From an optimization exercise on the open Yosys and OpenROAD flow, aimed at small area; shortcuts taken in it are not production practice.
Function was checked by simulation only, so behaviour that the tests miss may differ from the original.
Power figures rest on the tool's default switching activity, not on a simulated workload.

==> maple <==
==> flow/design.v <==
`timescale 1ns/1ps
module uart_rx (
    input  wire       clk,
    input  wire       rst,
    input  wire       rx,
    output reg  [2:0] cls,
    output wire       done
);
    localparam [2:0] DEAD = 3'b000, G = 3'b111, A2 = 3'b100, B1 = 3'b001, C1 = 3'b110;
    reg  [7:0] c;
    wire       idle  = (c == 8'd0);
    wire       at8   = (c[3:0] == 4'd8);
    wire       check = at8 && (c[7:4] == 4'd0);
    wire       sample = at8 && (c[7:4] != 4'd0) && !(c[7] && c[4]);
    assign done = c[7] && c[4] && c[3] && c[0];    
    always @(posedge clk or posedge rst) begin
        if (rst)
            c <= 8'd0;
        else if ((check && rx) || done)
            c <= 8'd0;
        else
            c <= c + {7'd0, !(idle && rx)};
    end
    reg [2:0] nx;
    always @(*) begin
        nx = DEAD;
        case (c[7:4])
            4'd1: nx = rx ? G : A2;
            4'd2: if (rx == (cls == A2)) nx = cls;
            4'd3, 4'd4: if (!rx) nx = cls;
            4'd5: if (cls == G) nx = rx ? B1 : G;
                  else if (!rx) nx = cls;
            4'd6: if (cls == G) nx = rx ? G : C1;
                  else if (rx) nx = cls;
            4'd7: if (rx == (cls == C1)) nx = cls;
            default: if (rx) nx = cls;
        endcase
    end
    always @(posedge clk)
        if (sample) cls <= nx;
endmodule
`timescale 1ns/1ps
module cdc_sync(
    input  wire clk,
    input  wire rst,
    input  wire done,
    input  wire full,
    output wire wr
);
    reg [2:0] p;
    always @(posedge clk or posedge rst) begin
        if (rst)
            p <= 3'd0;
        else begin
            p[0] <= !p[2] && (p[0] || done);
            p[1] <= p[0] && !(p[2] && full);
            p[2] <= p[1] && !(p[2] && p[0] && full);
        end
    end
    assign wr = p[2] && !p[1];
endmodule
`timescale 1ns/1ps
module fifo (
    input  wire       clk,
    input  wire       rst,
    input  wire       wr,
    input  wire       rd,
    input  wire [2:0] din,
    output wire [2:0] q,
    output wire       full,
    output wire       nonempty
);
    reg [2:0] mem [0:15];
    reg [4:0] k;
    integer i;
    always @(posedge clk)
        if (wr) begin
            mem[0] <= din;
            for (i = 1; i < 16; i = i + 1) mem[i] <= mem[i-1];
        end
    always @(posedge clk or posedge rst) begin
        if (rst)
            k <= 5'b11111;
        else if (wr && !rd)
            k <= k + 5'd1;
        else if (rd && !wr)
            k <= k - 5'd1;
    end
    assign full     = (k == 5'd15);
    assign nonempty = !k[4];
    assign q = mem[k[3:0]];
endmodule
`timescale 1ns/1ps
module command_decoder(
    input  wire       clk,
    input  wire       rst,
    input  wire       upd,
    input  wire [2:0] q,
    output reg        led,
    output reg  [1:0] rc
);
    always @(posedge clk or posedge rst) begin
        if (rst) begin
            led <= 1'b0;
            rc  <= 2'b00;
        end else if (upd) begin
            rc <= q[1:0];
            if (q[2]) led <= q[0];
        end
    end
endmodule
`timescale 1ns/1ps
module uart_tx(
    input  wire       clk,
    input  wire       rst,
    input  wire       go,
    input  wire [1:0] rc,
    input  wire       led,
    output wire       tx,
    output wire       first
);
    reg [7:0] e;
    reg [2:0] code;
    wire idle = (e == 8'd0);
    wire last = e[7] && e[5] && (e[3:0] == 4'hf);    
    assign first = (e[7:4] == 4'd0) && (e[3:0] == 4'hf);
    always @(posedge clk or posedge rst) begin
        if (rst)
            e <= 8'd0;
        else if (idle)
            e <= go ? 8'd15 : 8'd0;
        else if (last)
            e <= 8'd0;
        else
            e <= e + 8'd1;
    end
    always @(posedge clk)
        if (idle) code <= {rc, led};
    wire [3:0] h = e[7:4];
    reg bit_v;
    always @(*) begin
        case (code[2:1])
            2'b11: bit_v = !h[0];
            2'b10: bit_v = h[0];
            2'b00: bit_v = !h[1] | h[0];
            default: bit_v = code[0] && (h == 4'd2);
        endcase
    end
    assign tx = (h == 4'd1) ? 1'b0 : ((h >= 4'd2 && h <= 4'd9) ? bit_v : 1'b1);
endmodule
`timescale 1ns/1ps
module uart_command_top(
    input  wire clk,
    input  wire rst,
    input  wire rx,
    output wire tx,
    output wire led
);
    wire [2:0] cls, q;
    wire [1:0] rc;
    wire done, full, nonempty, wr, first;
    uart_rx u_rx(.clk(clk), .rst(rst), .rx(rx), .cls(cls), .done(done));
    cdc_sync u_cdc(.clk(clk), .rst(rst), .done(done), .full(full), .wr(wr));
    fifo u_fifo(.clk(clk), .rst(rst), .wr(wr), .rd(first), .din(cls), .q(q),
                .full(full), .nonempty(nonempty));
    command_decoder u_cmd(.clk(clk), .rst(rst), .upd(first), .q(q), .led(led), .rc(rc));
    uart_tx u_tx(.clk(clk), .rst(rst), .go(nonempty), .rc(rc), .led(led), .tx(tx), .first(first));
endmodule
==> flow/run.sh <==
#!/bin/bash
# synth_recipe.tcl (not shown) runs the flow's synth.tcl, then flattens the netlist and writes it again
# the make line also repeats each setting of config.mk as NAME=value (left out here)
make -C /OpenROAD-flow-scripts/flow DESIGN_CONFIG=/design/flow/config.mk WORK_HOME=/design/flow/orfs CLKGATE_MAP_FILE= SYNTH_SCRIPT=/design/flow/synth_recipe.tcl finish
==> flow/config.mk <==
export PLATFORM = sky130hd
export DESIGN_NAME = uart_command_top
export DESIGN_NICKNAME = uart_command_top
export VERILOG_FILES = /design/flow/design.v
export SDC_FILE = /design/flow/constraint.sdc
export NUM_CORES = 4
export LEC_CHECK = 0
export CAP_MARGIN = 20
export CORE_MARGIN = 2
export CORE_UTILIZATION = 40
export SLEW_MARGIN = 20
==> flow/constraint.sdc <==
create_clock -name core_clock -period 10.0 [get_ports {clk}]
set_input_delay 2.0000 -clock core_clock [delete_from_list [all_inputs] [get_ports {clk}]]
set_output_delay 2.0000 -clock core_clock [all_outputs]
set_load 0.01 [all_outputs]
==> pepper: changes against maple <==
==> flow/design.v (replaced) <==
`timescale 1ns/1ps
module uart_rx (
    input  wire       clk,
    input  wire       rst,
    input  wire       rx,
    output reg  [2:0] cls,
    output wire       done
);
    localparam [2:0] DEAD = 3'b000, G = 3'b111, A2 = 3'b100, B1 = 3'b001, C1 = 3'b110;
    reg  [7:0] c;
    wire       idle   = (c == 8'd247);
    wire       sample = !c[7] && (c[3:0] == 4'hf);
    assign done = (c == 8'd144);
    always @(posedge clk or posedge rst) begin
        if (rst)
            c <= 8'd247;
        else if (idle && rx)
            c <= c;
        else if ((c == 8'd255 && rx) || done)
            c <= 8'd247;
        else
            c <= c + 8'd1;
    end
    reg [2:0] nx;
    always @(*) begin
        nx = DEAD;
        case (c[6:4])
            3'd0: nx = rx ? G : A2;
            3'd1: if (rx == (cls == A2)) nx = cls;
            3'd2, 3'd3: if (!rx) nx = cls;
            3'd4: if (cls == G) nx = rx ? B1 : G;
                  else if (!rx) nx = cls;
            3'd5: if (cls == G) nx = rx ? G : C1;
                  else if (rx) nx = cls;
            3'd6: if (rx == (cls == C1)) nx = cls;
            3'd7: if (rx) nx = cls;
        endcase
    end
    always @(posedge clk)
        if (sample) cls <= nx;
endmodule
`timescale 1ns/1ps
module cdc_sync(
    input  wire clk,
    input  wire rst,
    input  wire done,
    input  wire full,
    output wire wr
);
    reg [2:0] p;
    always @(posedge clk or posedge rst) begin
        if (rst)
            p <= 3'd0;
        else case (p)
            3'd0: if (done) p <= 3'd1;
            3'd3: p <= full ? 3'd0 : 3'd4;
            3'd5: p <= 3'd0;
            default: p <= p + 3'd1;
        endcase
    end
    assign wr = (p == 3'd5);
endmodule
`timescale 1ns/1ps
module fifo (
    input  wire       clk,
    input  wire       rst,
    input  wire       wr,
    input  wire       rd,
    input  wire [2:0] din,
    output wire [2:0] q,
    output wire       full,
    output wire       nonempty
);
    reg [2:0] mem [0:15];
    reg [4:0] wp, rp;
    always @(posedge clk)
        if (wr) mem[wp[3:0]] <= din;
    always @(posedge clk or posedge rst) begin
        if (rst) begin
            wp <= 5'd0;
            rp <= 5'd0;
        end else begin
            if (wr) wp <= wp + 5'd1;
            if (rd) rp <= rp + 5'd1;
        end
    end
    wire eq = (wp[3:0] == rp[3:0]);
    assign full     = eq && (wp[4] != rp[4]);
    assign nonempty = !(eq && (wp[4] == rp[4]));
    assign q = mem[rp[3:0]];
endmodule
`timescale 1ns/1ps
module command_decoder(
    input  wire       clk,
    input  wire       rst,
    input  wire       upd,
    input  wire [2:0] q,
    output reg        led,
    output reg  [1:0] rc
);
    always @(posedge clk or posedge rst) begin
        if (rst) begin
            led <= 1'b0;
            rc  <= 2'b00;
        end else if (upd) begin
            rc <= q[1:0];
            if (q[2]) led <= q[0];
        end
    end
endmodule
`timescale 1ns/1ps
module uart_tx(
    input  wire       clk,
    input  wire       rst,
    input  wire       go,
    input  wire [1:0] rc,
    input  wire       led,
    output wire       tx,
    output wire       first
);
    reg [7:0] e;
    reg [2:0] code;
    wire idle = (e == 8'd238);
    assign first = (e == 8'd239);
    always @(posedge clk or posedge rst) begin
        if (rst)
            e <= 8'd238;
        else if (idle && !go)
            e <= e;
        else if (e == 8'd143)
            e <= 8'd238;
        else
            e <= e + 8'd1;
    end
    always @(posedge clk)
        if (idle) code <= {rc, led};
    wire [2:0] k = e[6:4];
    reg bit_v;
    always @(*) begin
        case (code[2:1])
            2'b11: bit_v = !k[0];
            2'b10: bit_v = k[0];
            2'b00: bit_v = k[1] | k[0];
            default: bit_v = code[0] && (k == 3'd0);
        endcase
    end
    assign tx = (e[7:4] == 4'hf) ? 1'b0 : (e[7] ? 1'b1 : bit_v);
endmodule
`timescale 1ns/1ps
module uart_command_top(
    input  wire clk,
    input  wire rst,
    input  wire rx,
    output wire tx,
    output wire led
);
    wire [2:0] cls, q;
    wire [1:0] rc;
    wire done, full, nonempty, wr, first;
    uart_rx u_rx(.clk(clk), .rst(rst), .rx(rx), .cls(cls), .done(done));
    cdc_sync u_cdc(.clk(clk), .rst(rst), .done(done), .full(full), .wr(wr));
    fifo u_fifo(.clk(clk), .rst(rst), .wr(wr), .rd(first), .din(cls), .q(q),
                .full(full), .nonempty(nonempty));
    command_decoder u_cmd(.clk(clk), .rst(rst), .upd(first), .q(q), .led(led), .rc(rc));
    uart_tx u_tx(.clk(clk), .rst(rst), .go(nonempty), .rc(rc), .led(led), .tx(tx), .first(first));
endmodule
==> impl_results.md <==
* Outcome: finished clean
* Via count at 2512
* Clock buffers at 16
* Placed Area at 0.00429 mm^2
* CTS Sinks at 86
* Clock-cell share at 4.27%
* Ys async rst share at 37.2%
* Comb power frac at 20.2%
That was pepper.
==> impl_results.md <==
* Comb power frac at 0.8%
* Via count at 2293
* Outcome: finished clean
* CTS Sinks at 81
* Clock buffers at 11
* Placed Area at 0.00397 mm^2
* Clock-cell share at 5.04%
That was maple.

## re-timing with driven ports
The flow's constraints put no driver on any port. The routed layouts listed below were extracted and timed again, unchanged, in two steps. Step 1 sets driving cells, clkbuf_16 on the clock port and buf_2 on the other inputs (assumed; they add their load-dependent delay and slew). Step 2, shift: input delay + t, output delay - t, t = (earliest + latest rising clock arrival at the registers) / 2. This alone moves slack from input paths to output paths. Slacks: ideal / step 1 / step 2; pairs: ideal / step 1.
| run | t, ns | setup WS [ns] | slew at the worst register clock pin (ns) | worst data-port slew with drivers (ns) |
|---|---|---|---|---|
| maple | 0.371 | 6.145 / 6.113 / 6.102 | 0.08 / 0.08 | 0.03 |
| pepper | 0.372 | 5.994 / 5.964 / 6.119 | 0.08 / 0.08 | 0.03 |
After both steps every run listed still meets setup and hold. For maple, which loses most, drivers alone change the setup slack by -0.032 ns; drivers and shift together by -0.043 ns.
